Context: an optimization exercise on an open-source flow, tuned for small area. The choices shown serve that exercise and are no tape-out recipe.
At most, simulation tests tie the RTL to the original design; equivalence was not proved.
Only the layout flow was run in runs 1 and 2; the RTL was not checked for function there.
Power is estimated from default activity; no workload was simulated.

### design/flow/design.v
`timescale 1ns / 1ps
module i2c_master #(
    parameter SYS_CLOCK_FREQ_HZ = 100_000_000,
    parameter FAST_MODE_ENABLED = 0
)(
    input wire       i_clk,
    input wire       i_rst,
    input wire [9:0] i_slave_addr,
    input wire [7:0] i_byte_cnt,
    input wire [3:0] i_control_reg,
    input wire [3:0] i_mode_reg,
    input wire [7:0] i_tx_data,
    output wire       o_rx_data_valid,
    output wire       o_tx_data_needed,
    output wire [7:0] o_rx_data,
    output wire [4:0] o_status_reg,
    output wire o_sda,
    output wire o_sda_oe,
    input  wire i_sda,
    output wire o_scl,
    output wire o_scl_oe,
    input  wire i_scl
);
reg [7:0] lf;
wire tick = (lf == 8'h27);
always @(posedge i_clk) begin
    if (i_rst)     lf <= 8'hff;
    else if (tick) lf <= 8'hfe;
    else           lf <= {lf[6:0], lf[7] ^ lf[5] ^ lf[4] ^ lf[3]};
end
reg [2:0] sf, cf;
reg sflt, cflt;
always @(posedge i_clk) begin
    if (i_rst) begin
        sf <= 3'b000; cf <= 3'b000; sflt <= 1'b1; cflt <= 1'b1;
    end else begin
        sf <= {sf[1:0], ~i_sda};
        cf <= {cf[1:0], ~i_scl};
        if (sf[2] == sf[1]) sflt <= ~sf[2];
        if (cf[2] == cf[1]) cflt <= ~cf[2];
    end
end
wire start_trans = i_control_reg[3];
localparam [2:0] IDLE = 3'b000, START = 3'b001, STOP = 3'b010, RSTART = 3'b011,
                 ADDR = 3'b100, DATA = 3'b101, RD = 3'b110;
localparam [1:0] S0 = 2'b00, S1 = 2'b01, S2 = 2'b11, S3 = 2'b10;
reg [2:0] m;
reg [3:0] b;      
reg [1:0] s;      
reg [6:0] h;      
reg [7:0] l;      
reg [7:0] cnt;
reg rd, rw;
reg txd, rxd, txe;
wire idle  = (m == IDLE);
wire gen   = ~m[2] & (m[1] | m[0]);
wire bits  = m[2];
wire tx    = m[2] & ~m[1];
wire isrd  = m[2] & m[1];
wire cnt0  = (cnt == 8'd0);
wire bz    = (b == 4'd0);
wire b9    = b[3] & b[0];           
wire ack   = ~b[2];
wire b10   = b[3] & b[1];           
wire ten   = ~rd & rw;
wire adv   = (bz && s == S3) || (tick && (s != S1 || cflt || gen));
wire done  = bits && b10 && s == S0;
wire nxt   = bits && b10 && s == S3;
assign o_tx_data_needed = (m == DATA) && nxt;
assign o_rx_data_valid  = isrd && nxt;
assign o_rx_data        = l;
assign o_status_reg     = {~idle | b[0], txd, rxd, txe, 1'b0};
assign o_sda_oe = ~idle && !(tx && b9) && !(isrd && !b9 && !nxt);
assign o_scl_oe = ~idle && !(bits && s[0]);
wire g01  = (bz && s == S3) || (b[0] && s == S0);
wire abit = b[3] ? rw : h[3'd7 - b[2:0]];
reg sda;
always @(*) begin
    case (m)
        START, RSTART: sda = g01;
        STOP:          sda = b[0] && s == S3;
        ADDR:          sda = (bz || (b10 && ack)) ? 1'b1 : abit;
        DATA:          sda = (bz || (b10 && ack)) ? 1'b1 : l[7];
        RD:            sda = b9 && (s == S0 || cnt0);
        default:       sda = 1'b0;
    endcase
end
assign o_sda = sda;
assign o_scl = (m == STOP) ? (b[0] && s[1]) : (gen && (g01 || (b[0] && s == S1)));
always @(posedge i_clk) begin
    if (i_rst) begin
        m <= IDLE; b <= 4'd0; s <= S3;
        txd <= 1'b0; rxd <= 1'b0; txe <= 1'b0;
    end else begin
        if (adv) begin
            s <= {s[0], ~s[1]};
            if (s == S3) b <= b + 4'd1;
            if (tx && b9 && s == S2) b[2] <= sflt;    
        end
        if (idle) begin
            b <= 4'd0; s <= S3;
            if (start_trans) m <= START;
            else begin txd <= 1'b0; rxd <= 1'b0; end
        end
        if (gen && b[0] && s == S3) begin           
            if (m == STOP || (m == START && ten)) begin
                m <= IDLE; b <= 4'd1; s <= S3;
            end else if (m == START) begin
                b <= 4'd0; s <= S0;
            end else begin
                m <= ADDR; b <= 4'd0; s <= S3;
            end
        end
        if (m == START && bz && s == S0) begin      
            m <= ADDR; b <= 4'd0; s <= S3;
        end
        if (done) begin
            b <= 4'd0; s <= S3;
            if (tx && !ack) begin
                m <= STOP; txe <= 1'b1;
            end else if (m == ADDR) begin
                m <= (rd && rw) ? RD : DATA;
            end else if (m == DATA && rd) begin
                m <= RSTART;
            end else if (m == DATA && cnt0) begin
                m <= STOP; txd <= 1'b1;
            end else begin
                b <= 4'd10; s <= S3;
            end
        end
        if (nxt) begin
            b <= 4'd0; s <= S3;
            if (isrd && cnt0) begin m <= STOP; rxd <= 1'b1; end
        end
    end
end
wire ld   = idle && start_trans;
wire ldl  = ld || (m == DATA && nxt);
wire shl  = adv && !bz && ((m == DATA && s == S3 && !b[3]) ||
                           (isrd && s == S2 && (!b[3] || b == 4'd8)));
wire decc = (m == ADDR && done && ack && !(rd && !rw)) || nxt;
always @(posedge i_clk) begin
    if (ld) begin
        h   <= i_slave_addr[6:0];
        rd  <= ~i_mode_reg[3] & i_mode_reg[2];
        rw  <= i_mode_reg[3] | (i_mode_reg[2] & i_mode_reg[1]);
    end else begin
        if (m == RSTART) rw <= 1'b1;
    end
    l   <= ({8{ldl}} & i_tx_data) | ({8{shl}} & {l[6:0], sflt}) | ({8{~(ldl | shl)}} & l);
    cnt <= ({8{ld}} & i_byte_cnt) | ({8{decc}} & (cnt - 8'd1)) | ({8{~(ld | decc)}} & cnt);
end
endmodule
### design/flow/flow/run.sh
#!/bin/bash
# Standard ORFS layout with two changes: the combinational logic of the standard synthesis is
# re-mapped by ABC for area (flip-flops untouched, result proven equal to the standard
# synthesis, else the standard netlist is kept), and the port buffers use the smallest buffer.
set -euo pipefail
R=orfs/results/sky130hd/i2c_master/base
LIB=$FLOW_HOME/platforms/sky130hd/lib/sky130_fd_sc_hd__tt_025C_1v80.lib
YOSYS=$FLOW_HOME/../tools/install/yosys/bin/yosys
[[ -x $YOSYS ]] || YOSYS=yosys
bash standard.sh synth > log_synth.log 2>&1
python3 flow/filtlib.py "$LIB" lib.lib > log_filtlib.log 2>&1
cp $R/1_2_yosys.v in.v
best=in.v
besta=$(grep -h "Chip area" $R/../../../../reports/sky130hd/i2c_master/base/synth_stat.txt 2>/dev/null | awk '{print $NF}' | tail -1)
besta=${besta:-1e9}
for i in 1 2 3; do
  sed -e "s#@SCRIPT@#flow/s$i.abc#; s#@OUT@#out$i.v#" flow/resyn.ys > resyn$i.ys
  "$YOSYS" -s resyn$i.ys > log_resyn$i.log 2>&1 || continue
  sed -e "s#@OUT@#out$i.v#" flow/eq.ys > eq$i.ys
  "$YOSYS" -s eq$i.ys > log_eq$i.log 2>&1 || continue
  a=$(grep "Chip area" log_resyn$i.log | awk '{print $NF}' | tail -1)
  if python3 -c "import sys; sys.exit(0 if float('$a') < float('$besta') else 1)"; then
    best=out$i.v; besta=$a
  fi
done
echo "netlist used: $best ($besta)" > log_choice.log
cp $best $R/1_2_yosys.v
rm -f $R/1_synth.odb $R/1_synth.sdc
bash standard.sh BUFFER_PORTS_ARGS="-buffer_cell sky130_fd_sc_hd__buf_1" "CTS_ARGS=-sink_clustering_enable -repair_clock_nets -buf_list sky130_fd_sc_hd__clkbuf_4 -root_buf sky130_fd_sc_hd__clkbuf_8 -dont_use_dummy_load -sink_clustering_size 12 -sink_clustering_max_diameter 100" finish > log_finish.log 2>&1
### design/flow/flow/eq.ys
# Prove the re-mapped netlist equal to the standard synthesis, flip-flop for flip-flop.
read_liberty -ignore_miss_func lib.lib
read_verilog in.v
rename i2c_master gold
read_verilog @OUT@
rename i2c_master gate
hierarchy -check
flatten gold gate
rename -hide w:_*
opt_clean
equiv_make gold gate equiv
hierarchy -top equiv
equiv_simple -undef
equiv_induct -undef
equiv_status -assert
### design/flow/flow/filtlib.py
import re,sys
# usage: filtlib.py in.lib out.lib : drop cells matching dont-use patterns
src=open(sys.argv[1]).read()
bad=re.compile(r'sky130_fd_sc_hd__(lpflow_|probe|probec_)')
out=[];i=0
for m in re.finditer(r'\n\s*cell\s*\(\s*"?([\w]+)"?\s*\)\s*\{',src):
    pass
pos=0;res=[]
pat=re.compile(r'\n(\s*)cell\s*\(\s*"?([\w]+)"?\s*\)\s*\{')
while True:
    m=pat.search(src,pos)
    if not m: res.append(src[pos:]); break
    # find matching brace
    depth=0;j=m.end()-1
    while True:
        c=src[j]
        if c=='{': depth+=1
        elif c=='}':
            depth-=1
            if depth==0: break
        j+=1
    if bad.match(m.group(2)):
        res.append(src[pos:m.start()])
    else:
        res.append(src[pos:j+1])
    pos=j+1
open(sys.argv[2],'w').write(''.join(res))
### design/flow/flow/resyn.ys
# Re-map the combinational logic of the standard synthesis for area.
# The flip-flop cells are kept as they are (same instances, names and types).
read_liberty -overwrite -ignore_miss_func lib.lib
read_verilog in.v
hierarchy -top i2c_master
setattr -mod -set keep_hierarchy 1 sky130_fd_sc_hd__df* sky130_fd_sc_hd__edf* sky130_fd_sc_hd__sdf* sky130_fd_sc_hd__dl* sky130_fd_sc_hd__sedf*
flatten
rename -hide w:*.*
opt -purge
abc -liberty lib.lib -script @SCRIPT@
opt_clean -purge
hilomap -singleton -hicell sky130_fd_sc_hd__conb_1 HI -locell sky130_fd_sc_hd__conb_1 LO
insbuf -buf sky130_fd_sc_hd__buf_1 A X
splitnets
opt_clean -purge
setattr -mod -set blackbox 1 sky130_fd_sc_hd__*
hierarchy -top i2c_master
stat -liberty lib.lib
write_verilog -noattr -noexpr -nohex -nodec @OUT@
### design/flow/flow/s1.abc
strash
dch -f
amap
mfs2
strash
dch -f
amap
topo
### design/flow/flow/s2.abc
strash
dch -f
map -a
mfs2
strash
dch -f
map -a
topo
### design/flow/flow/s3.abc
strash
dch -f
map -a
mfs2
strash
dch -f
map -a
&get -n
&nf -R 1000
&put
topo
### design/flow/standard.sh
#!/bin/bash
# synth_recipe.tcl (not shown) runs the flow's synth.tcl, then flattens the netlist and writes it again
# the make line also repeats each setting of config.mk as NAME=value (left out here)
make -C /OpenROAD-flow-scripts/flow DESIGN_CONFIG=/design/flow/config.mk WORK_HOME=/design/flow/orfs CLKGATE_MAP_FILE= SYNTH_SCRIPT=/design/flow/synth_recipe.tcl "${@:-finish}"
### design/flow/config.mk
export PLATFORM = sky130hd
export DESIGN_NAME = i2c_master
export DESIGN_NICKNAME = i2c_master
export VERILOG_FILES = /design/flow/design.v
export SDC_FILE = /design/flow/constraint.sdc
export NUM_CORES = 4
export LEC_CHECK = 0
export CAP_MARGIN = 20
export CORE_MARGIN = 2
export CORE_UTILIZATION = 40
export CTS_BUF_LIST = sky130_fd_sc_hd__clkbuf_8
export SLEW_MARGIN = 20
### design/flow/constraint.sdc
create_clock -name core_clock -period 10.0 [get_ports {i_clk}]
set_input_delay 2.0000 -clock core_clock [delete_from_list [all_inputs] [get_ports {i_clk}]]
set_output_delay 2.0000 -clock core_clock [all_outputs]
set_load 0.01 [all_outputs]
==> run summary, run 1 <==
wire per inst between 10 and 15 um; Die W approximately 81 um; largest net degree at the start of global routing 27; Die ar. approximately 6600 um2; postcts setup bufs 0; max cap viols 0; antenna violations before repair 0; total power draw approximately 450 uW; grt ovf 0; mapped cell area roughly 2400 um2; Avg Synthesized Cell Area roughly 8 um2; Clock Skews around 0.022 ns; Post-Layout Cell Count 426; area grow syn2layout 14.3%; Slew headroom between 50% and 60%; required time of the critical path 8.00 ns; CTS Buf Count 5; vias 2284; Die Height ~81 um; worst skew pair latency approximately 0.31 ns; Residual DRC 0; PortBufs 48; min cycle time layout 4.52 ns; M1 wire length around 2.8 mm; violation count after the first detailed-routing iteration between 300 and 400; placed inst area 2670 um2; Fmax 0.221 GHz; hold crit path type reg -> reg; DRT Pass-1 Iters 5; DP HPWL between 4 and 5 mm; hold_buf cts 0; Clock Sinks between 50 and 60; synthesized instance count 300; Finish-stage setup viols 0; post-CTS sizing 0; layout cells sized above 1 about 2%; placed cells about 420; yosys warns 1; ANT cells 0; Core ar. 5850 um2; unrepaired setup endpoints after global routing no; Top Layer Used met4; maximum vdd drop slightly above 0.08 mV; Root Driver clkbuf_8; NumNets Final just under 400; crit path kind reg -> out; clock buffer depth 2; pin slew with the least headroom to its limit around 0.74 ns; critical path arrival around 2.5 ns; CP startpoint kind register; first-pass GRT wire length 9.33 mm; final worst-path cycle share a little under half; Post-Syn Nets 338; r2r worst-path depth 8; Initial Util roughly two fifths; H-tree depth 2; gpl congestion 1.01; vias in the first global route between 2000 and 2500; final wirelength about 5.8 mm; final-report hold violation count 0; CP Capture Type output pin; PwrDens ~160 nW/um2; GRT Overall Usage 18.3%; hold path depth 1; met2 wire length 2.56 mm; vias per inst around 5.4; post-route cell area roughly 2700 um2; io pins 57; Met3 Routed Length approximately 340 um; CP Max Fanout 4; status timing/DRC/antenna clean; setup TNS 0 ns; Std-Cell Rows 28; final-report max-slew violation count 0; Routed Antenna Nets 0; leakage ~0.00090 uW; clk slew on worst S/H paths roughly 0.10 ns; Fillers about 600; CTS tree done
## path summary, 6_finish.rpt
path / from / endpoint / slack [ns]
setup reg to reg: m[2] / cnt[7] / 6.90
hold / removal: sf[0] / sf[1] / 0.44
hold reg to reg: sf[0] / sf[1] / 0.44
setup / recovery: cnt[1] / o_sda / 5.48
## per-layer routing
layer / vias up / GRT usage [%]
met3: 13 / 4.40
met2: 69 / 27.3
li1: 1173 / -
met4: 0 / 7.29
met1: 1029 / 25.4
met5: - / 0
## cells in the final DEF, fill, tap and decap left out, types with 2 or more instances in the layout
cell,instances
nand2_1,24
o22ai_1,2
o221ai_1,10
clkbuf_8,5
edfxtp_1,9
or2_0,5
o21ai_0,29
o32ai_1,2
o31ai_1,3
a21oi_1,12
clkinv_1,42
nand3_1,6
dfxtp_1,44
nor2b_1,6
a22oi_1,4
buf_1,48
a31oi_1,6
a221oi_1,4
or3_1,4
a32oi_1,2
buf_4,2
nor4_1,4
nor2_1,46
a211oi_1,2
o21a_1,3
nor3_1,18
## worst max-delay path, cell delays in order, from the launching register on
cell and delay (ns):
dfxtp_1 0.34, nor3_1 0.30, nand2_1 0.17, nor3_1 0.20, nand2_1 0.11, nor2_1 0.23
clkinv_1 0.18, nor3_1 0.16, nor4_1 0.07, o21ai_0 0.26, buf_1 0.19
## metrics by stage
| stage | hold WS (ns) | worst slack [ns] | util [%] |
|---|---|---|---|
| floorplan | 0.412 | 6.18 | - |
| global placement | 0.417 | 5.89 | 45.7 |
| detailed placement | 0.427 | 5.85 | 45.7 |
| CTS | 0.442 | 5.51 | 46.9 |
| global route | 0.462 | 5.16 | 46.9 |
| finish | 0.438 | 5.48 | 46.9 |
## state kept, by name, indices dropped and copies added, names as in the netlist, 2 cells and up
name / flops
cf: 3
b: 4
m: 3
l: 8
cnt: 8
sf: 3
s: 2
lf: 8
h: 7
## power breakdown
group | internal (uW) | switching (uW)
registers | 239 | 13.9
logic | 32.0 | 54.7
clock network | 45.4 | 64.3
total | 316 | 133
## final cells by class
cell class	instances	area (um2)	area share, %
clock buffer	5	68.8	2.51
timing repair buffer	50	195	7.12
multi-input combinational	201	1080	39.2
sequential	53	1150	42.0
tap	75	93.8	3.42
inverter	42	158	5.75
==> run 2, diff against run 1 <==
--- a/design/flow/flow/run.sh
+++ b/design/flow/flow/run.sh
@@ -27,3 +27,3 @@
 cp $best $R/1_2_yosys.v
 rm -f $R/1_synth.odb $R/1_synth.sdc
-bash standard.sh BUFFER_PORTS_ARGS="-buffer_cell sky130_fd_sc_hd__buf_1" "CTS_ARGS=-sink_clustering_enable -repair_clock_nets -buf_list sky130_fd_sc_hd__clkbuf_4 -root_buf sky130_fd_sc_hd__clkbuf_8 -dont_use_dummy_load -sink_clustering_size 12 -sink_clustering_max_diameter 100" finish > log_finish.log 2>&1
+bash standard.sh BUFFER_PORTS_ARGS="-buffer_cell sky130_fd_sc_hd__buf_1" "CTS_ARGS=-repair_clock_nets -buf_list sky130_fd_sc_hd__clkbuf_16 -root_buf sky130_fd_sc_hd__clkbuf_16 -dont_use_dummy_load" finish > log_finish.log 2>&1
==> run 2 against run 1 <==
Net effect:
- still clean
- combinational power up 0.6%
- die area unchanged
- fmax up 0.28%
- clock skew down 0.010 ns
- clock-buffer cell count unchanged
- global-route usage down 0.070 points
- sequential power about the same
- critical path type unchanged
==> run summary, run 2 <==
status timing/DRC/antenna clean; CP startpoint kind register; Clock Skews about 0.012 ns; reg-to-reg startpoint m[2]; Critical Path Most Common Cell nor3_1; Worst path depth 10; pin slew with the least headroom to its limit 0.754 ns; Std-Cell Rows 28; vias 2318; Avg Synthesized Cell Area 8.00 um2; violation count after the first detailed-routing iteration approximately 290; Critical Path Max Stage Delay 0.33 ns; io pins 57; Routed Antenna Nets 0; sw frac approximately 28%; PortBufs 48; CTS tree done; final worst-path cycle share a little under half; post-CTS sizing 0; worst skew pair latency between 0.2 and 0.3 ns; Gate power share around 18%; gpl congestion a little over 1; vias per inst approximately 5.4; layout cells sized above 1 ~2.0%; Residual DRC 0; unrepaired setup endpoints after global routing no; Seq pwr share around 51%; Largest regs cnt: 8 flops, l: 8 flops, lf: 8 flops; Fillers 589; required time of the critical path 8.00 ns; synthesized instance count 300; crit path kind reg -> out; DRT Pass-1 Iters 6; commonest non-fill, non-tap cell in the layout buf_1; FF-to-FF setup slack 6.92 ns; Reg2Reg Capture Point cnt[7]; postcts setup bufs 0; CTS Buf Count 5; DP HPWL ~4.2 mm; PwrDens ~180 nW/um2; r2r worst-path depth 8; Core ar. approximately 5900 um2; min cycle time layout roughly 4.5 ns; CP Cell Sequence nor3_1, nand2_1, nor3_1, nand2_1, nor2_1, clkinv_1, nor3_1, nor4_1, o21ai_0, buf_1; Critical path buffers and inverters 2; GRT Overall Usage 18.2%; total power draw 499 uW; ANT cells 0; final-report max-slew violation count 0; family with the most delay on the worst path simple AND/OR/NAND/NOR gates; WHS Endpoint cf[2]; hold_buf cts 0; max cap viols 0; maximum vdd drop about 0.075 mV; Die Height 81.5 um; CP Capture Type output pin; Power Internal between 300 and 400 uW; Clock Sinks 53; NumNets Final approximately 390; area grow syn2layout 16.6%; Root Driver clkbuf_16; setup TNS 0 ns; hold crit path type reg -> reg; grt ovf 0; Initial Util between 40% and 50%; clock buffer depth 2; H-tree depth 2; hold path depth 2; startpoint of the worst hold path cf[1]; Die ar. 6630 um2; antenna violations before repair 0; final-report hold violation count 0; Clock Power Share 31.8%; final wirelength between 5 and 6 mm; CP Max Fanout 4; Fmax between 0.2 and 0.25 GHz; Die W just over 80 um; yosys warns 1; wire per inst approximately 14 um; vias in the first global route about 2000; largest net degree at the start of global routing 27; mapped cell area around 2400 um2; Slew headroom between 40% and 50%; critical path arrival approximately 2.5 ns; Post-Syn Nets 338; most frequent cells in the layout buf_1 (48), nor2_1 (46), dfxtp_1 (44); clk slew on worst S/H paths around 0.070 ns; Switch Pwr 139 uW; Finish-stage setup viols 0; leakage roughly 0.00093 uW; Slowest-stage cell, CP dfxtp_1; first-pass GRT wire length roughly 9.3 mm
run 2: cell types whose count changed in the layout (fill, tap and decap cells not counted):
cell and delta:
clkbuf_16 +5, clkbuf_8 -5
run 2: cell type report:
class	instances	area, um2	area share [%]
Multi-Input combinational cell	201	1080	38.4
Clock buffer	5	125	4.47
Timing Repair Buffer	50	195	6.97
Tap cell	75	93.8	3.35
Inverter	42	158	5.63
Sequential cell	53	1150	41.1
run 2: through the flow:
stage                     instance area [um2]  worst slack [ns]  std cells  hold slack, ns  util, %
after detailed placement                 2670              5.85        421           0.427     45.7
after global routing                     2800              5.19        426           0.457     47.8
after global placement                   2670              5.89        421           0.417     45.7
after floorplan                          2400              6.18        300           0.412        -
after CTS                                2800              5.54        426           0.438     47.8
final                                    2800              5.50        426           0.436     47.8
run 2: worst max-delay path by stage:
stage / end / startpoint / slack (ns)
finish: o_sda / cnt[1] / 5.50
CTS: o_sda / cnt[1] / 5.54
floorplan: o_tx_data_needed / s[1] / 6.18
global placement: o_sda / cnt[1] / 5.89
detailed placement: o_sda / cnt[1] / 5.85
global route: o_sda / cnt[1] / 5.19
run 2: worst register-to-register path: stages (launching register included):
cell      delay (ns)
dfxtp_1         0.53
clkinv_1        0.28
nor3_1          0.61
nand3_1         0.19
o21ai_0         0.51
clkinv_1        0.33
o21ai_0         0.21
o21ai_0         0.11
a22o_1          0.20
run 2: per-layer routing:
layer,share of wire [%],track usage (%),vias up
met4,1.9,6.78,0
li1,-,-,1177
met3,7.1,4.07,13
met2,44,27.0,94
met5,0,0,-
met1,47,25.9,1034
run 2: power by group through the flow:
stage	combinational, uW	sequential, uW	clock (uW)
3_5_place_dp	86.2	257	0
3_3_place_gp	85.0	257	0
2_1_floorplan	56.0	258	0
5_1_grt	97.8	255	170
4_1_cts	86.5	253	161
6_report	87.2	253	159
==> run 3, diff against run 2 <==
--- a/design/flow/design.v
+++ b/design/flow/design.v
@@ -22,10 +22,12 @@
     input  wire i_scl
 );
-reg [7:0] lf;
-wire tick = (lf == 8'h27);
+localparam [7:0] TINV = ~8'h27;
+reg  [7:0] q;
+wire [7:0] lf = q ^ TINV;
+wire tick = &q;
 always @(posedge i_clk) begin
-    if (i_rst)     lf <= 8'hff;
-    else if (tick) lf <= 8'hfe;
-    else           lf <= {lf[6:0], lf[7] ^ lf[5] ^ lf[4] ^ lf[3]};
+    if (i_rst)     q <= 8'hff ^ TINV;
+    else if (tick) q <= 8'hfe ^ TINV;
+    else           q <= {lf[6:0], lf[7] ^ lf[5] ^ lf[4] ^ lf[3]} ^ TINV;
 end
 reg [2:0] sf, cf;
@@ -33,10 +35,10 @@
 always @(posedge i_clk) begin
     if (i_rst) begin
-        sf <= 3'b000; cf <= 3'b000; sflt <= 1'b1; cflt <= 1'b1;
+        sf <= 3'b111; cf <= 3'b111; sflt <= 1'b1; cflt <= 1'b1;
     end else begin
-        sf <= {sf[1:0], ~i_sda};
-        cf <= {cf[1:0], ~i_scl};
-        if (sf[2] == sf[1]) sflt <= ~sf[2];
-        if (cf[2] == cf[1]) cflt <= ~cf[2];
+        sf <= {sf[1:0], i_sda};
+        cf <= {cf[1:0], i_scl};
+        sflt <= (sf[2] & sf[1]) | (sflt & (sf[2] | sf[1]));
+        cflt <= (cf[2] & cf[1]) | (cflt & (cf[2] | cf[1]));
     end
 end
--- a/design/flow/flow/run.sh
+++ b/design/flow/flow/run.sh
@@ -2,5 +2,6 @@
 # Standard ORFS layout with two changes: the combinational logic of the standard synthesis is
 # re-mapped by ABC for area (flip-flops untouched, result proven equal to the standard
-# synthesis, else the standard netlist is kept), and the port buffers use the smallest buffer.
+# synthesis, else the standard netlist is kept), the port buffers use the smallest buffer, and
+# clock tree synthesis adds no dummy loads.
 set -euo pipefail
 R=orfs/results/sky130hd/i2c_master/base
@@ -27,3 +28,5 @@
 cp $best $R/1_2_yosys.v
 rm -f $R/1_synth.odb $R/1_synth.sdc
-bash standard.sh BUFFER_PORTS_ARGS="-buffer_cell sky130_fd_sc_hd__buf_1" "CTS_ARGS=-repair_clock_nets -buf_list sky130_fd_sc_hd__clkbuf_16 -root_buf sky130_fd_sc_hd__clkbuf_16 -dont_use_dummy_load" finish > log_finish.log 2>&1
+bash standard.sh BUFFER_PORTS_ARGS="-buffer_cell sky130_fd_sc_hd__buf_1" \
+  "CTS_ARGS=-sink_clustering_enable -repair_clock_nets -buf_list sky130_fd_sc_hd__clkbuf_8 -root_buf sky130_fd_sc_hd__clkbuf_8 -dont_use_dummy_load" \
+  finish > log_finish.log 2>&1
==> run 3 against run 2 <==
Net effect:
- critical path depth decreased by 5
- non-clock buffer count is 2 lower
- die area shrank 0.75%
- core utilization fell by 1.5 points
- register-to-register slack lost 0.06 ns
- fmax is 0.52% higher
- synthesized cell count decreased by 2.7%
- global-route usage rose by 0.14 points
- power increased by 23%
- combinational power up 130%
- final area decreased by 3.2%
- critical path type unchanged
- critical endpoint is now o_tx_data_needed
- largest cell class unchanged
- largest power group unchanged
==> run summary, run 3 <==
status timing/DRC/antenna clean; Die ar. roughly 6600 um2; Clock Skews 0.0195 ns; Worst path depth 5; vias in the first global route 2076; CP startpoint kind register; final worst-path cycle share ~45%; PortBufs 48; r2r worst-path depth 9; DRT Pass-1 Iters 4; Core ar. 5850 um2; Final Util roughly 46%; FF-to-FF setup slack 6.86 ns; Critical Path Max Stage Delay between 0.6 and 0.7 ns; hold_buf cts 0; post-CTS sizing 0; Routed Antenna Nets 0; Avg Synthesized Cell Area between 8 and 9 um2; Clock Sinks 53; final worst setup slack ~5.5 ns; violation count after the first detailed-routing iteration ~180; NumNets Final 381; PwrDens around 230 nW/um2; Fillers roughly 580; ANT cells 0; wire per inst between 10 and 15 um; final wirelength roughly 5.5 mm; grt ovf 0; Residual DRC 0; synthesized instance count between 200 and 300; Die Height around 81 um; multi-input logic area ~1100 um2; worst skew pair latency just over 0.3 ns; CP Cell Sequence clkinv_1, nor3_1, clkinv_1, nor2_1, buf_1; placed inst area about 2600 um2; H-tree depth 2; io pins between 50 and 60; family with the most delay on the worst path simple AND/OR/NAND/NOR gates; Post-Syn Nets 330; reg-to-reg startpoint m[1]; Fmax ~0.22 GHz; Critical Path Most Common Cell clkinv_1; Slowest-stage cell, CP dfxtp_1; setup TNS 0 ns; Std-Cell Rows 28; post-route cell area 2710 um2; CTS tree done; CP Max Fanout 15; Die W approximately 81 um; first-pass GRT wire length ~9.4 mm; Initial Util a little over 40%; crit path kind reg -> out; Largest regs cnt: 8 flops, l: 8 flops, q: 8 flops; CTS Buf Count 5; register area ~1200 um2; DP HPWL 4.08 mm; startpoint of the worst hold path sf[0]; GRT Overall Usage approximately 18%; total power draw 614 uW; hold path depth 1; leakage between 0.0009 and 0.001 uW; Root Driver clkbuf_8; hold crit path type reg -> reg; postcts setup bufs 0; yosys warns 1; WHS Endpoint sf[1]; min cycle time layout between 4 and 5 ns; layout cells sized above 1 around 1.5%; CP Capture Type output pin; dpl ws just under 6 ns; Finish-stage setup viols 0; clk slew on worst S/H paths about 0.10 ns; max cap viols 0; most frequent cells in the layout buf_1 (48), dfxtp_1 (44), nor2_1 (40); gpl congestion roughly 0.93; Reg2Reg Capture Point m[0]; critical path arrival roughly 2.5 ns; largest net degree at the start of global routing 28; pin slew with the least headroom to its limit between 0.9 and 1 ns; final-report max-slew violation count 0; vias per inst roughly 5.4; maximum vdd drop ~0.12 mV; mapped cell area 2380 um2; vias 2228; commonest non-fill, non-tap cell in the layout buf_1; Critical path buffers and inverters 3; antenna violations before repair 0; unrepaired setup endpoints after global routing no; clock buffer depth 2; final-report hold violation count 0; required time of the critical path approximately 8.0 ns; Slew headroom approximately a third; area grow syn2layout 13.8%
[run 3: routing by layer]
| metal | up-vias | share of wire (%) | routed length (um) | GRT usage [%] |
|---|---|---|---|---|
| met4 | 0 | 1.7 | 96 | 7.46 |
| li1 | 1151 | - | - | - |
| met1 | 997 | 49 | 2670 | 24.8 |
| met2 | 72 | 44 | 2420 | 28.4 |
| met5 | - | 0 | 0 | 0 |
| met3 | 8 | 5.7 | 312 | 4.00 |
[run 3: area by class of cell]
cell class              count  area share, %
clock buffers               5           2.54
inverters                  38           5.27
multi-input cells         197           39.6
flip-flops and latches     53           42.5
well taps                  75           3.46
repair buffers             48           6.65
[run 3: worst max-delay path by stage]
stage,startpoint,to
6_report,m[2],o_tx_data_needed
2_1_floorplan,cnt[2],o_sda
5_1_grt,m[2],o_tx_data_needed
3_5_place_dp,m[2],o_tx_data_needed
3_3_place_gp,m[2],o_tx_data_needed
4_1_cts,m[2],o_tx_data_needed
[run 3: where the power goes]
| group | internal, uW | leakage, uW | switching (uW) |
|---|---|---|---|
| sequential | 264 | 0.000448 | 35.4 |
| combinational | 70.2 | 0.000419 | 134 |
| clock | 45.4 | 0.0000359 | 64.5 |
| total | 380 | 0.000903 | 234 |
[run 3: per-stage QoR]
| step | hold WS [ns] | std cells |
|---|---|---|
| after floorplan | 0.391 | 292 |
| after global placement | 0.394 | 411 |
| after detailed placement | 0.402 | 411 |
| after CTS | 0.428 | 416 |
| after global routing | 0.447 | 416 |
| final | 0.422 | 416 |
==> run 4, diff against run 3 <==
==> design/flow/flow/run.sh (replaced) <==
#!/bin/bash
# Standard ORFS layout with these changes: the combinational logic of the standard synthesis is
# re-mapped by ABC for area (flip-flops untouched; a few scripts, a few rounds, each result
# proven equal to the standard synthesis, the smallest kept), the port buffers use the smallest
# buffer, and clock tree synthesis adds no dummy loads.
set -euo pipefail
R=orfs/results/sky130hd/i2c_master/base
LIB=$FLOW_HOME/platforms/sky130hd/lib/sky130_fd_sc_hd__tt_025C_1v80.lib
YOSYS=$FLOW_HOME/../tools/install/yosys/bin/yosys
[[ -x $YOSYS ]] || YOSYS=yosys
bash standard.sh synth > log_synth.log 2>&1
python3 flow/filtlib.py "$LIB" lib.lib > log_filtlib.log 2>&1
cp $R/1_2_yosys.v std.v
best=std.v
besta=1e9
for round in 1 2 3; do
  cur=$best
  for i in 1 4 6 7; do
    o=r${round}_s$i
    sed -e "s#@IN@#$cur#; s#@SCRIPT@#flow/s$i.abc#; s#@OUT@#$o.v#" flow/resyn.ys > $o.ys
    timeout 600 "$YOSYS" -s $o.ys > log_$o.log 2>&1 || continue
    sed -e "s#@OUT@#$o.v#" flow/eq.ys > eq_$o.ys
    timeout 600 "$YOSYS" -s eq_$o.ys > log_eq_$o.log 2>&1 || continue
    a=$(grep "Chip area" log_$o.log | awk '{print $NF}' | tail -1)
    if python3 -c "import sys; sys.exit(0 if float('$a') < float('$besta') else 1)"; then
      best=$o.v; besta=$a
    fi
  done
  echo "round $round: $best ($besta)" >> log_choice.log
done
cp $best $R/1_2_yosys.v
rm -f $R/1_synth.odb $R/1_synth.sdc
bash standard.sh BUFFER_PORTS_ARGS="-buffer_cell sky130_fd_sc_hd__buf_1" \
  "CTS_ARGS=-sink_clustering_enable -repair_clock_nets -buf_list sky130_fd_sc_hd__clkbuf_8 -root_buf sky130_fd_sc_hd__clkbuf_8 -dont_use_dummy_load" \
  finish > log_finish.log 2>&1
--- a/design/flow/flow/eq.ys
+++ b/design/flow/flow/eq.ys
@@ -1,5 +1,5 @@
 # Prove the re-mapped netlist equal to the standard synthesis, flip-flop for flip-flop.
 read_liberty -ignore_miss_func lib.lib
-read_verilog in.v
+read_verilog std.v
 rename i2c_master gold
 read_verilog @OUT@
--- a/design/flow/flow/resyn.ys
+++ b/design/flow/flow/resyn.ys
@@ -2,5 +2,5 @@
 # The flip-flop cells are kept as they are (same instances, names and types).
 read_liberty -overwrite -ignore_miss_func lib.lib
-read_verilog in.v
+read_verilog @IN@
 hierarchy -top i2c_master
 setattr -mod -set keep_hierarchy 1 sky130_fd_sc_hd__df* sky130_fd_sc_hd__edf* sky130_fd_sc_hd__sdf* sky130_fd_sc_hd__dl* sky130_fd_sc_hd__sedf*
==> design/flow/flow/s4.abc (new file) <==
strash
dc2
dch -f
amap
mfs2
strash
dch -f
amap
topo
==> design/flow/flow/s6.abc (new file) <==
strash
&get -n
&dch -f
&nf -R 1000
&put
mfs2
strash
dch -f
amap
topo
==> design/flow/flow/s7.abc (new file) <==
strash
dch -f
map -a
mfs2
strash
dch -f
amap
topo
removed: design/flow/flow/s2.abc
removed: design/flow/flow/s3.abc
==> run 4 against run 3 <==
Net effect:
- core utilization increased by 1.8 points
- largest cell class unchanged
- register-to-register slack gained 0.42 ns
- sequential share of layout area is 0.66 points higher
- via count is 3.4% lower
- still clean
- largest power group unchanged
==> run summary, run 4 <==
status timing/DRC/antenna clean; mapped cell area 2310 um2; DRT Pass-1 Iters 5; Slew headroom a little over two fifths; wire per inst between 10 and 15 um; DP HPWL between 4 and 5 mm; CP startpoint kind register; Die Height 80.1 um; hold_buf cts 0; Std-Cell Rows 27; Fmax ~0.23 GHz; Reg2Reg Capture Point cnt[7]; largest net degree at the start of global routing 26; Residual DRC 0; met2 wire length approximately 2.3 mm; M1 wire length between 2 and 3 mm; required time of the critical path around 8 ns; register area between 1000 and 1500 um2; Finish-stage setup viols 0; final wirelength around 5.4 mm; PwrDens 184 nW/um2; NumNets Final 379; vias per inst approximately 5.2; leakage between 0.0009 and 0.001 uW; critical path arrival 2.29 ns; maximum vdd drop slightly above 0.07 mV; area grow syn2layout 15.2%; Post-Syn Nets 325; yosys warns 1; total power draw slightly below 500 uW; ANT cells 0; PortBufs 48; io pins 57; post-CTS sizing 0; setup TNS 0 ns; reg-to-reg startpoint s[1]; Avg Synthesized Cell Area approximately 8 um2; Hold Slack about 0.42 ns; commonest non-fill, non-tap cell in the layout buf_1; Routed Antenna Nets 0; worst skew pair latency ~0.31 ns; crit path kind reg -> out; final worst-path cycle share between 40% and 50%; H-tree depth 2; CTS Buf Count 5; grt ovf 0; unrepaired setup endpoints after global routing no; worst setup path startpoint cnt[3]; FF-to-FF setup slack ~7.3 ns; CTS tree done; Top Layer Used met4; multi-input logic area 1020 um2; Core ar. roughly 5500 um2; Initial Util about two fifths; CP Capture Type output pin; Clock Sinks 53; clock buffer depth 2; hold crit path type reg -> reg; most frequent cells in the layout buf_1 (48), nor2_1 (47), dfxtp_1 (44); Die ar. between 6000 and 7000 um2; layout cells sized above 1 approximately 2.7%; synthesized instance count 287; final-report max-slew violation count 0; Die W around 80 um; Worst Setup EP o_sda; Fillers ~590; pin slew with the least headroom to its limit 0.850 ns; max cap viols 0; violation count after the first detailed-routing iteration approximately 160; antenna violations before repair 0; min cycle time layout 4.29 ns; Clock Skews about 0.021 ns; GRT Overall Usage 18.2%; vias in the first global route ~1900; gpl congestion slightly above 0.9; clk slew on worst S/H paths 0.10 ns; r2r worst-path depth 13; Largest regs cnt: 8 flops, l: 8 flops, q: 8 flops; postcts setup bufs 0; Root Driver clkbuf_8; Met3 Routed Length 324 um; vias 2152; final-report hold violation count 0; CP Max Fanout 5; first-pass GRT wire length 9.06 mm
[run 4: critical path, cell delays in order, from the launching register on]
cell      delay, ns
dfxtp_1        0.33
clkinv_1       0.06
nand3_1        0.09
nor4_1         0.76
nor2_1         0.09
nor4_1         0.23
a21oi_1        0.06
o21ai_0        0.19
buf_1          0.18
[run 4: worst min-delay path by stage]
stage               startpoint    end  slack (ns)  depth (start not counted)
detailed placement        q[2]   q[3]        0.40                          1
floorplan                 q[2]   q[3]        0.39                          1
CTS                       q[2]   q[3]        0.41                          1
global placement         sf[0]  sf[1]        0.39                          1
finish                    q[2]   q[3]        0.42                          1
global route              q[2]   q[3]        0.43                          1
[run 4: layer usage]
| layer | vias to the layer above | track usage, % |
|---|---|---|
| li1 | 1125 | - |
| met1 | 954 | 27.1 |
| met2 | 65 | 25.1 |
| met3 | 8 | 4.94 |
| met4 | 0 | 6.44 |
| met5 | - | 0 |
[run 4: layout make-up]
class                           instances  area share [%]
Inverter                               37            5.21
Timing Repair Buffer                   51            7.60
Tap cell                               72            3.38
Sequential cell                        53            43.2
Multi-Input combinational cell        193            38.1
Clock buffer                            5            2.58
[run 4: where the power goes]
part | switching [uW] | leakage (uW) | internal (uW)
clock | 60.7 | 0.0000359 | 45.3
combinational | 75.6 | 0.000429 | 41.7
sequential | 21.1 | 0.000448 | 246
[run 4: per-stage QoR]
stage                     utilization [%]  instances  area (um2)  worst slack [ns]
after floorplan                         -        287        2310              6.14
after global routing                 48.1        411        2670              5.34
after CTS                            48.1        411        2670              5.64
after global placement               46.9        406        2600              5.96
final                                48.1        411        2670              5.71
after detailed placement             46.9        406        2600              5.98
==> run 5, diff against run 4 <==
--- a/design/flow/flow/run.sh
+++ b/design/flow/flow/run.sh
@@ -32,4 +32,4 @@
 rm -f $R/1_synth.odb $R/1_synth.sdc
 bash standard.sh BUFFER_PORTS_ARGS="-buffer_cell sky130_fd_sc_hd__buf_1" \
-  "CTS_ARGS=-sink_clustering_enable -repair_clock_nets -buf_list sky130_fd_sc_hd__clkbuf_8 -root_buf sky130_fd_sc_hd__clkbuf_8 -dont_use_dummy_load" \
+  "CTS_ARGS=-sink_clustering_enable -buf_list sky130_fd_sc_hd__clkbuf_4 -root_buf sky130_fd_sc_hd__clkbuf_8 -dont_use_dummy_load" \
   finish > log_finish.log 2>&1
==> run 5 against run 4 <==
Net effect:
- still clean on timing, DRC and antenna
- final cell count stayed put
- sequential power about the same
- worst hold slack did not move
- critical path depth unchanged
- die area unchanged
- non-clock buffer count unchanged
- critical path type unchanged
==> run summary, run 5 <==
pin slew with the least headroom to its limit approximately 0.85 ns; Die Height ~80 um; Residual DRC 0; Slew headroom between 40 and 50%; DRT Pass-1 Iters 5; Core ar. between 5000 and 6000 um2; synthesized instance count 287; Largest regs cnt: 8 flops, l: 8 flops, q: 8 flops; r2r worst-path depth 13; postcts setup bufs 0; grt ovf 0; antenna violations before repair 0; CTS Buf Count 5; worst skew pair latency between 0.3 and 0.4 ns; crit path kind reg -> out; final-report max-slew violation count 0; Fmax about 0.23 GHz; Root Driver clkbuf_8; mapped cell area around 2300 um2; CP startpoint kind register; vias 2152; hold path depth 1; io pins 57; CP Cell Sequence clkinv_1, nand3_1, nor4_1, nor2_1, nor4_1, a21oi_1, o21ai_0, buf_1; Die ar. 6410 um2; total power draw slightly below 500 uW; clk slew on worst S/H paths roughly 0.10 ns; most frequent cells in the layout buf_1 (48), nor2_1 (47), dfxtp_1 (44); required time of the critical path approximately 8.0 ns; Final Util roughly half; status timing/DRC/antenna clean; setup TNS 0 ns; yosys warns 1; final worst-path cycle share ~43%; first-pass GRT wire length around 9 mm; leakage 0.000913 uW; CP Max Fanout 5; Die W ~80 um; Initial Util a little over two fifths; GRT Overall Usage 18.2%; Avg Synthesized Cell Area ~8.1 um2; hold_buf cts 0; Critical Path Max Stage Delay 0.76 ns; Clock Sinks 53; final wirelength around 5.4 mm; CTS tree done; maximum vdd drop roughly 0.072 mV; PortBufs 48; placed inst area approximately 2600 um2; hold crit path type reg -> reg; CP Capture Type output pin; clock buffer depth 2; DP HPWL 4.15 mm; violation count after the first detailed-routing iteration 155; Critical Path Most Common Cell nor4_1; post-CTS sizing 0; commonest non-fill, non-tap cell in the layout buf_1; H-tree depth 2; area grow syn2layout 15.2%; min cycle time layout approximately 4.3 ns; NumNets Final 379; Finish-stage setup viols 0; Post-Syn Nets approximately 330; ANT cells 0; FF-to-FF setup slack ~7.3 ns; Slowest-stage cell, CP nor4_1; vias in the first global route 1853; max cap viols 0; Clock Skews ~0.021 ns; Routed Antenna Nets 0; vias per inst approximately 5.2; Std-Cell Rows 27; largest net degree at the start of global routing 26; PwrDens between 150 and 200 nW/um2; wire per inst roughly 13 um; gpl congestion ~0.93; layout cells sized above 1 roughly 2.7%; critical path arrival 2.29 ns; post-route cell area ~2700 um2; final-report hold violation count 0; unrepaired setup endpoints after global routing no
-- run 5: routing by layer --
layer | vias to the layer above | track usage, % | wire (um)
met5 | - | 0 | 0
met4 | 0 | 6.44 | 76
met3 | 8 | 4.94 | 324
met2 | 65 | 25.1 | 2270
met1 | 954 | 27.1 | 2770
li1 | 1125 | - | -
-- run 5: layout make-up --
type                            instances  area [um2]
Clock buffer                            5        68.8
Fill cell                             588        2870
Inverter                               37         139
Multi-Input combinational cell        193        1020
Sequential cell                        53        1150
Tap cell                               72        90.1
Timing Repair Buffer                   51         203
-- run 5: stage by stage --
stage	hold WS, ns	std cells	setup WS, ns
2_1_floorplan	0.385	287	6.14
3_3_place_gp	0.392	406	5.96
3_5_place_dp	0.397	406	5.98
4_1_cts	0.411	411	5.64
5_1_grt	0.434	411	5.34
6_report	0.416	411	5.71
-- run 5: report_power, final --
part	switching, uW	leakage [uW]	internal (uW)
registers	21.1	0.000448	246
logic	75.6	0.000429	41.7
clock network	60.7	0.0000359	45.3
-- run 5: path summary, 6_finish.rpt --
check	start	end
worst max-delay path	cnt[3]	o_sda
worst min-delay path	q[2]	q[3]
worst max register to register	s[1]	cnt[7]
worst min register to register	q[2]	q[3]
-- run 5: critical path, delay by kind of cell (launching register included) --
family,cells,cell delay (ns)
buf+inv,2,0.24
compound gates,2,0.25
simple gates,4,1.17
flops,1,0.33
==> run 6, diff against run 5 <==
--- a/design/flow/flow/run.sh
+++ b/design/flow/flow/run.sh
@@ -32,4 +32,4 @@
 rm -f $R/1_synth.odb $R/1_synth.sdc
 bash standard.sh BUFFER_PORTS_ARGS="-buffer_cell sky130_fd_sc_hd__buf_1" \
-  "CTS_ARGS=-sink_clustering_enable -buf_list sky130_fd_sc_hd__clkbuf_4 -root_buf sky130_fd_sc_hd__clkbuf_8 -dont_use_dummy_load" \
+  "CTS_ARGS=-sink_clustering_enable -repair_clock_nets -buf_list sky130_fd_sc_hd__clkbuf_4 -root_buf sky130_fd_sc_hd__clkbuf_8 -tree_buf sky130_fd_sc_hd__clkbuf_4 -dont_use_dummy_load" \
   finish > log_finish.log 2>&1
==> run 6 against run 5 <==
Net effect:
- critical path depth unchanged
- sequential power about the same
- area after synthesis unchanged
- worst hold slack unchanged
- first-iteration DRC count unchanged
- clock power about the same
- via count unchanged
- global-route usage unchanged
- flip-flop and latch count unchanged
- fmax unchanged
- die area unchanged
- critical endpoint unchanged
- largest cell class unchanged
- largest power group unchanged
==> run summary, run 6 <==
antenna violations before repair 0; DP HPWL 4.15 mm; ANT cells 0; GRT busiest layer met1; final-report max-slew violation count 0; Avg Synthesized Cell Area about 8.1 um2; hold_buf cts 0; wire per inst between 10 and 15 um; Std-Cell Rows 27; Die Height between 80 and 90 um; Critical path buffers and inverters 2; final worst-path cycle share a little over two fifths; Root Driver clkbuf_8; Fmax around 0.23 GHz; Worst path depth 8; final wirelength 5.44 mm; placed inst area 2600 um2; CP Cell Sequence clkinv_1, nand3_1, nor4_1, nor2_1, nor4_1, a21oi_1, o21ai_0, buf_1; vias in the first global route 1853; post-route cell area approximately 2700 um2; GRT Overall Usage about 18%; Fillers 588; final-report hold violation count 0; crit path kind reg -> out; multi-input logic area approximately 1000 um2; register area around 1200 um2; Slowest-stage cell, CP nor4_1; CP Max Fanout 5; pin slew with the least headroom to its limit between 0.8 and 0.9 ns; largest net degree at the start of global routing 26; Largest regs cnt: 8 flops, l: 8 flops, q: 8 flops; family with the most delay on the worst path simple AND/OR/NAND/NOR gates; area grow syn2layout 15.2%; reg-to-reg startpoint s[1]; PwrDens around 180 nW/um2; Initial Util a little over two fifths; post-CTS sizing 0; synthesized instance count approximately 290; Clock Skews approximately 0.021 ns; vias per inst about 5.2; CTS tree done; Clock Sinks 53; GRT met2 Usage between 20% and 30%; critical path arrival 2.29 ns; CP Capture Type output pin; Slew headroom 42.8%; grt ovf 0; Core ar. 5540 um2; met1 global-route usage between 20% and 30%; layout cells sized above 1 between 2 and 3%; Residual DRC 0; Die W 80.1 um; CTS Buf Count 5; hold crit path type reg -> reg; vias ~2200; required time of the critical path approximately 8.0 ns; yosys warns 1; DRT Pass-1 Iters 5; maximum vdd drop 0.0725 mV; clk slew on worst S/H paths ~0.10 ns; mapped cell area between 2000 and 2500 um2; H-tree depth 2; status timing/DRC/antenna clean; leakage about 0.00091 uW; most frequent cells in the layout buf_1 (48), nor2_1 (47), dfxtp_1 (44); clock buffer depth 2; Hold Slack 0.416 ns; Die ar. between 6000 and 7000 um2; FF-to-FF setup slack about 7.3 ns; Critical Path Most Common Cell nor4_1; GR Layer Usage met3 under 10%; Critical Path Max Stage Delay about 0.76 ns; setup TNS 0 ns; min cycle time layout around 4.3 ns; first-pass GRT wire length just over 9 mm; violation count after the first detailed-routing iteration between 150 and 200; max cap viols 0; unrepaired setup endpoints after global routing no; worst setup path startpoint cnt[3]; gpl congestion between 0.9 and 1; Post-Syn Nets about 330; NumNets Final roughly 380; Finish-stage setup viols 0; io pins 57; PortBufs between 40 and 50; r2r worst-path depth 13; commonest non-fill, non-tap cell in the layout buf_1; Routed Antenna Nets 0; CP startpoint kind register; worst skew pair latency 0.31 ns; postcts setup bufs 0; Worst Setup EP o_sda; Reg2Reg Capture Point cnt[7]
[run 6: per-stage QoR]
step	util [%]	worst slack, ns	total power (uW)	std cells
final	48.1	5.71	490	411
after global routing	48.1	5.34	523	411
after CTS	48.1	5.64	497	411
after detailed placement	46.9	5.98	390	406
after global placement	46.9	5.96	389	406
after floorplan	-	6.14	347	287
[run 6: worst reg2reg max path: stages, from the launching register on]
cell and delay (ns):
dfxtp_1 0.45, clkinv_1 0.20, nor2_1 0.17, clkinv_1 0.12, nor2_1 0.25, a41oi_1 0.15
nor2_1 0.27, clkinv_1 0.15, nor2_1 0.19, clkinv_1 0.12, nor2_1 0.10, nor2_1 0.05
a222oi_1 0.26, clkinv_1 0.11
[run 6: layer usage]
| metal | part of all wire (%) | vias to the layer above | routed length (um) |
|---|---|---|---|
| met2 | 42 | 65 | 2270 |
| met4 | 1.4 | 0 | 76 |
| met3 | 6.0 | 8 | 324 |
| met5 | 0 | - | 0 |
| met1 | 51 | 954 | 2770 |
| li1 | - | 1125 | - |
[run 6: cell type report]
class,instances,area share [%]
clock buffer,5,2.58
multi-input combinational,193,38.1
inverter,37,5.21
timing repair buffer,51,7.60
sequential,53,43.2
tap,72,3.38
[run 6: where the power goes]
group	internal [uW]	leakage [uW]	switching (uW)
Combinational	41.7	0.000429	75.6
Clock	45.3	0.0000359	60.7
Sequential	246	0.000448	21.1
Total	333	0.000913	157
[run 6: worst min path at each step]
stage           from     to  depth (start not counted)  slack, ns
2_1_floorplan   q[2]   q[3]                          1       0.39
3_3_place_gp   sf[0]  sf[1]                          1       0.39
3_5_place_dp    q[2]   q[3]                          1       0.40
4_1_cts         q[2]   q[3]                          1       0.41
5_1_grt         q[2]   q[3]                          1       0.43
6_report        q[2]   q[3]                          1       0.42
==> run 7, diff against run 6 <==
--- a/design/flow/design.v
+++ b/design/flow/design.v
@@ -44,6 +44,5 @@
 end
 wire start_trans = i_control_reg[3];
-localparam [2:0] IDLE = 3'b000, START = 3'b001, STOP = 3'b010, RSTART = 3'b011,
-                 ADDR = 3'b100, DATA = 3'b101, RD = 3'b110;
+localparam [2:0] IDLE = 3'd0, START = 3'd1, STOP = 3'd2, RSTART = 3'd3, ADDR = 3'd4, DATA = 3'd5, RD = 3'd6;
 localparam [1:0] S0 = 2'b00, S1 = 2'b01, S2 = 2'b11, S3 = 2'b10;
 reg [2:0] m;
@@ -55,9 +54,14 @@
 reg rd, rw;
 reg txd, rxd, txe;
-wire idle  = (m == IDLE);
-wire gen   = ~m[2] & (m[1] | m[0]);
-wire bits  = m[2];
-wire tx    = m[2] & ~m[1];
-wire isrd  = m[2] & m[1];
+wire idle  = (~m[2] & ~m[1] & ~m[0]);
+wire gen   = (~m[2] & m[1]) | (~m[2] & m[0]);
+wire bits  = (m[2]);
+wire tx    = (m[2] & ~m[1]);
+wire isrd  = (m[2] & m[1]);
+wire is_data = (m[2] & m[0]);
+wire is_addr = (m[2] & ~m[1] & ~m[0]);
+wire is_start = (~m[2] & ~m[1] & m[0]);
+wire is_stop = (~m[2] & m[1] & ~m[0]);
+wire is_rs = (m[1] & m[0]);
 wire cnt0  = (cnt == 8'd0);
 wire bz    = (b == 4'd0);
@@ -69,5 +73,5 @@
 wire done  = bits && b10 && s == S0;
 wire nxt   = bits && b10 && s == S3;
-assign o_tx_data_needed = (m == DATA) && nxt;
+assign o_tx_data_needed = is_data && nxt;
 assign o_rx_data_valid  = isrd && nxt;
 assign o_rx_data        = l;
@@ -89,5 +93,5 @@
 end
 assign o_sda = sda;
-assign o_scl = (m == STOP) ? (b[0] && s[1]) : (gen && (g01 || (b[0] && s == S1)));
+assign o_scl = is_stop ? (b[0] && s[1]) : (gen && (g01 || (b[0] && s == S1)));
 always @(posedge i_clk) begin
     if (i_rst) begin
@@ -106,7 +110,7 @@
         end
         if (gen && b[0] && s == S3) begin           
-            if (m == STOP || (m == START && ten)) begin
+            if (is_stop || (is_start && ten)) begin
                 m <= IDLE; b <= 4'd1; s <= S3;
-            end else if (m == START) begin
+            end else if (is_start) begin
                 b <= 4'd0; s <= S0;
             end else begin
@@ -114,5 +118,5 @@
             end
         end
-        if (m == START && bz && s == S0) begin      
+        if (is_start && bz && s == S0) begin      
             m <= ADDR; b <= 4'd0; s <= S3;
         end
@@ -121,9 +125,9 @@
             if (tx && !ack) begin
                 m <= STOP; txe <= 1'b1;
-            end else if (m == ADDR) begin
+            end else if (is_addr) begin
                 m <= (rd && rw) ? RD : DATA;
-            end else if (m == DATA && rd) begin
+            end else if (is_data && rd) begin
                 m <= RSTART;
-            end else if (m == DATA && cnt0) begin
+            end else if (is_data && cnt0) begin
                 m <= STOP; txd <= 1'b1;
             end else begin
@@ -138,8 +142,8 @@
 end
 wire ld   = idle && start_trans;
-wire ldl  = ld || (m == DATA && nxt);
-wire shl  = adv && !bz && ((m == DATA && s == S3 && !b[3]) ||
+wire ldl  = ld || (is_data && nxt);
+wire shl  = adv && !bz && ((is_data && s == S3 && !b[3]) ||
                            (isrd && s == S2 && (!b[3] || b == 4'd8)));
-wire decc = (m == ADDR && done && ack && !(rd && !rw)) || nxt;
+wire decc = (is_addr && done && ack && !(rd && !rw)) || nxt;
 always @(posedge i_clk) begin
     if (ld) begin
@@ -148,5 +152,5 @@
         rw  <= i_mode_reg[3] | (i_mode_reg[2] & i_mode_reg[1]);
     end else begin
-        if (m == RSTART) rw <= 1'b1;
+        if (is_rs) rw <= 1'b1;
     end
     l   <= ({8{ldl}} & i_tx_data) | ({8{shl}} & {l[6:0], sflt}) | ({8{~(ldl | shl)}} & l);
--- a/design/flow/flow/run.sh
+++ b/design/flow/flow/run.sh
@@ -32,4 +32,4 @@
 rm -f $R/1_synth.odb $R/1_synth.sdc
 bash standard.sh BUFFER_PORTS_ARGS="-buffer_cell sky130_fd_sc_hd__buf_1" \
-  "CTS_ARGS=-sink_clustering_enable -repair_clock_nets -buf_list sky130_fd_sc_hd__clkbuf_4 -root_buf sky130_fd_sc_hd__clkbuf_8 -tree_buf sky130_fd_sc_hd__clkbuf_4 -dont_use_dummy_load" \
+  "CTS_ARGS=-sink_clustering_enable -repair_clock_nets -buf_list sky130_fd_sc_hd__clkbuf_8 -root_buf sky130_fd_sc_hd__clkbuf_8 -dont_use_dummy_load" \
   finish > log_finish.log 2>&1
==> run 7 against run 6 <==
Net effect:
- flip-flop and latch count stayed put
- sequential share of layout area up 0.72 points
- largest cell class unchanged
- worst hold slack got worse by 0.012 ns
- highest routed layer unchanged
==> run summary, run 7 <==
io pins 57; mapped cell area 2300 um2; H-tree depth 2; vias roughly 2100; CP startpoint kind input port; DP HPWL roughly 4 mm; area grow syn2layout 14.1%; Routed Antenna Nets 0; Gate power share 17.1%; grt ovf 0; PwrDens 165 nW/um2; final worst-path cycle share 45.4%; Initial Util 41.5%; Clock Sinks 53; unrepaired setup endpoints after global routing no; status timing/DRC/antenna clean; commonest non-fill, non-tap cell in the layout buf_1; ANT cells 0; crit path kind in -> reg; Slew headroom 32.8%; NumNets Final between 300 and 400; DRT Pass-1 Iters 4; max cap viols 0; Power Internal 311 uW; total power draw ~430 uW; required time of the critical path approximately 10 ns; CTS tree done; Clock Skews roughly 0.021 ns; final wirelength roughly 5.4 mm; antenna violations before repair 0; final-report max-slew violation count 0; Die W about 80 um; Seq pwr share approximately three fifths; hold crit path type reg -> reg; maximum vdd drop roughly 0.071 mV; CP Capture Type register; Clock Power Share 24.6%; first-pass GRT wire length about 8.9 mm; Fmax about 0.22 GHz; CTS Buf Count 5; hold_buf cts 0; pin slew with the least headroom to its limit about 1 ns; worst skew pair latency between 0.3 and 0.4 ns; setup TNS 0 ns; layout cells sized above 1 under 10%; min cycle time layout between 4 and 5 ns; vias in the first global route a little under 2000; most frequent cells in the layout buf_1 (48), nor2_1 (45), dfxtp_1 (44); placed cells 399; GRT Overall Usage ~18%; gpl congestion 0.908; Core ar. 5540 um2; sw frac ~28%; Largest regs cnt: 8 flops, l: 8 flops, q: 8 flops; clock buffer depth 2; violation count after the first detailed-routing iteration between 150 and 200; synthesized instance count 283; Finish-stage setup viols 0; Post-Layout Cell Count approximately 400; leakage ~0.00091 uW; dpl ws about 5.1 ns; Post-Syn Nets around 320; largest net degree at the start of global routing 24; Die Height approximately 80 um; vias per inst about 5.3; Root Driver clkbuf_8; CP Max Fanout 23; Die ar. 6370 um2; Std-Cell Rows 27; clk slew on worst S/H paths 0.10 ns; yosys warns 1; post-CTS sizing 0; final worst setup slack 5.46 ns; PortBufs 48; final-report hold violation count 0; Switch Pwr 123 uW; Avg Synthesized Cell Area ~8.1 um2; critical path arrival 4.71 ns; wire per inst around 13 um; Residual DRC 0; postcts setup bufs 0
==> run 7: power groups by stage <==
stage	Combinational, uW	Clock [uW]	Sequential, uW
detailed placement	74.6	0	258
finish	74.3	107	253
floorplan	48.1	0	256
CTS	74.8	111	253
global route	84.3	120	256
global placement	73.0	0	257
==> run 7: worst paths after layout <==
kind	slack, ns	from	cells past startpoint	to
max	5.46	i_control_reg[3]	7	l[6]
min	0.40	q[5]	1	q[6]
max reg2reg	6.40	m[0]	9	l[6]
min reg2reg	0.40	q[5]	1	q[6]
==> run 7: metal layers <==
layer  track usage, %  routed length (um)
met5                0                   0
met4             6.27                  74
met3             4.52                 292
met2             28.2                2470
met1             23.7                2570
==> run 7: metrics by stage <==
stage | util, % | hold slack, ns | area (um2)
5_1_grt | 47.4 | 0.427 | 2620
4_1_cts | 47.4 | 0.406 | 2620
6_report | 47.4 | 0.403 | 2620
3_3_place_gp | 46.1 | 0.391 | 2550
3_5_place_dp | 46.1 | 0.399 | 2550
2_1_floorplan | - | 0.385 | 2300
==> run 7: area by class of cell <==
| type | count | area, um2 |
|---|---|---|
| Clock buffer | 5 | 68.8 |
| Fill cell | 589 | 2920 |
| Tap cell | 72 | 90.1 |
| Inverter | 26 | 97.6 |
| Timing Repair Buffer | 48 | 180 |
| Sequential cell | 53 | 1150 |
| Multi-Input combinational cell | 200 | 1040 |
==> run 7: worst max-delay path, stage by stage <==
cell,delay (ns)
buf_1,0.09
nand2_1,0.24
clkinv_1,0.64
nor3_1,1.01
clkinv_1,0.48
nand2_1,0.17
o21ai_0,0.08
==> run 8, diff against run 7 <==
--- a/design/flow/design.v
+++ b/design/flow/design.v
@@ -88,5 +88,5 @@
         ADDR:          sda = (bz || (b10 && ack)) ? 1'b1 : abit;
         DATA:          sda = (bz || (b10 && ack)) ? 1'b1 : l[7];
-        RD:            sda = b9 && (s == S0 || cnt0);
+        RD:            sda = ~b[1] && (s == S0 || cnt0);    
         default:       sda = 1'b0;
     endcase
==> run 8 against run 7 <==
Net effect:
- highest routed layer unchanged
- clock-buffer cell count is the same
- sequential share of layout area about the same
- largest cell class unchanged
- core utilization up 0.34 points
- clock power about the same
- global-route usage shrank 0.25 points
- critical path depth grew 3
- first-iteration DRC count fell by 6.0%
- setup slack better by 0.15 ns
- combinational power decreased by 7.9%
- synthesized cell count is 4.9% lower
- sequential power about the same
- register-to-register slack better by 0.23 ns
==> run summary, run 8 <==
Clock Skews between 0.015 and 0.02 ns; hold crit path type reg -> reg; min cycle time layout approximately 4.4 ns; worst skew pair latency roughly 0.30 ns; DP HPWL 3.99 mm; clk slew on worst S/H paths approximately 0.090 ns; wire per inst 13.4 um; violation count after the first detailed-routing iteration around 160; mapped cell area approximately 2300 um2; ANT cells 0; clock buffer depth 2; CP Cell Sequence nor2_1, clkinv_1, nor2_1, nand2_1, nor2_1, a21oi_1, o32ai_1, nand2_1, o21ai_0, buf_1; io pins 57; GRT Overall Usage ~18%; post-route cell area between 2000 and 3000 um2; Avg Synthesized Cell Area roughly 8.5 um2; NumNets Final 360; critical path arrival 2.39 ns; H-tree depth 2; Critical Path Most Common Cell nor2_1; CTS tree done; maximum vdd drop about 0.075 mV; layout cells sized above 1 2.19%; r2r worst-path depth 8; area grow syn2layout 14.8%; Largest regs cnt: 8 flops, l: 8 flops, q: 8 flops; DRT Pass-1 Iters 5; hold path depth 1; max cap viols 0; Slew headroom between 50% and 60%; Routed Antenna Nets 0; vias 2097; crit path kind reg -> out; Die ar. between 6000 and 7000 um2; Initial Util about 42%; placed inst area roughly 2600 um2; most frequent cells in the layout buf_1 (48), dfxtp_1 (44), nor2_1 (39); vias per inst between 5 and 6; required time of the critical path 8.00 ns; largest net degree at the start of global routing 19; final wirelength ~5.2 mm; Clock Sinks 53; CP startpoint kind register; hold_buf cts 0; Post-Syn Nets 307; Residual DRC 0; Critical Path Max Stage Delay about 0.40 ns; yosys warns 1; unrepaired setup endpoints after global routing no; commonest non-fill, non-tap cell in the layout buf_1; status timing/DRC/antenna clean; post-CTS sizing 0; pin slew with the least headroom to its limit 0.595 ns; Root Driver clkbuf_8; Finish-stage setup viols 0; gpl congestion about 0.94; PwrDens between 150 and 200 nW/um2; grt ovf 0; final-report hold violation count 0; Die Height around 80 um; setup TNS 0 ns; final worst-path cycle share about 44%; leakage a little over 0.0009 uW; synthesized instance count between 200 and 300; Fmax between 0.2 and 0.25 GHz; Slowest-stage cell, CP dfxtp_1; antenna violations before repair 0; vias in the first global route 1918; CP Max Fanout 7; PortBufs 48; final-report max-slew violation count 0; postcts setup bufs 0; CTS Buf Count 5; Core ar. about 5500 um2; CP Capture Type output pin; first-pass GRT wire length 8.70 mm; Die W roughly 80 um; Std-Cell Rows 27
## run 8: layout make-up
cell class                 instances  area [um2]
multi-input combinational        181        1000
tap                               72        90.1
sequential                        53        1150
clock buffer                       5        68.8
fill                             560        2880
inverter                          31         116
timing repair buffer              50         195
## run 8: per-layer routing
layer / global-route usage [%] / up-vias / routed length [um]
met3: 4.64 / 12 / 286
met1: 22.8 / 936 / 2490
met5: 0 / - / 0
met4: 7.76 / 0 / 114
li1: - / 1081 / -
met2: 27.6 / 68 / 2360
## run 8: worst max-delay path: cells and delay by family, from the launching register on
kind | cells | cell delay (ns)
buf+inv | 2 | 0.29
flops | 1 | 0.40
simple gates | 5 | 0.82
compound gates | 3 | 0.56
## run 8: final timing paths
| path | slack, ns | startpoint | end |
|---|---|---|---|
| max | 5.61 | b[0] | o_sda |
| min | 0.42 | cf[0] | cf[1] |
| max reg2reg | 6.63 | m[1] | l[6] |
| min reg2reg | 0.42 | cf[0] | cf[1] |
## run 8: power by group
| group | internal, uW | switching, uW |
|---|---|---|
| Sequential | 236 | 14.4 |
| Combinational | 27.6 | 40.8 |
| Clock | 45.2 | 60.4 |
## run 8: through the flow
stage               worst slack (ns)  util (%)  hold slack, ns  std cells  power (uW)
floorplan                       6.30         -           0.386        269         298
global placement                5.61      46.4           0.400        387         323
detailed placement              5.62      46.4           0.405        387         324
CTS                             5.65      47.7           0.422        392         430
global route                    5.43      47.7           0.451        392         450
finish                          5.61      47.7           0.421        392         425

-- re-timing with driven ports --
The results above use ideal ports. As a check the final layouts listed here were re-extracted and re-timed, cells and wires unchanged. Step 1 (the two cells are an assumption about what drives the block):
set clk [get_ports {i_clk}]
set_driving_cell -lib_cell sky130_fd_sc_hd__clkbuf_16 $clk
set_driving_cell -lib_cell sky130_fd_sc_hd__buf_2 [delete_from_list [all_inputs] $clk]
Step 2 adds t to the input delays and takes it off the output delays; t is the mean of the earliest and latest rising clock arrival at the registers after step 1. Input paths then give back, and output paths get back, about the clock's delay inside the block. Three values: ideal, step 1, step 2; two values: the first two.
run	t, ns	slack for setup (ns)	worst hold slack (ns)
run 1	0.327	5.483 / 5.455 / 5.781	0.438 / 0.438 / 0.438
run 2	0.316	5.496 / 5.462 / 5.778	0.436 / 0.436 / 0.436
run 3	0.330	5.519 / 5.488 / 5.818	0.422 / 0.422 / 0.422
run 4	0.322	5.710 / 5.682 / 6.004	0.416 / 0.416 / 0.416
run 5	0.322	5.710 / 5.682 / 6.004	0.416 / 0.416 / 0.416
run 6	0.322	5.710 / 5.682 / 6.004	0.416 / 0.416 / 0.416
run 7	0.327	5.460 / 5.467 / 5.140	0.403 / 0.403 / 0.403
run 8	0.324	5.609 / 5.581 / 5.623	0.421 / 0.421 / 0.421
After both steps setup and hold are still met in every run listed. The setup slack of run 7, which loses most, moves by +0.007 ns with the drivers and by -0.320 ns with both steps.
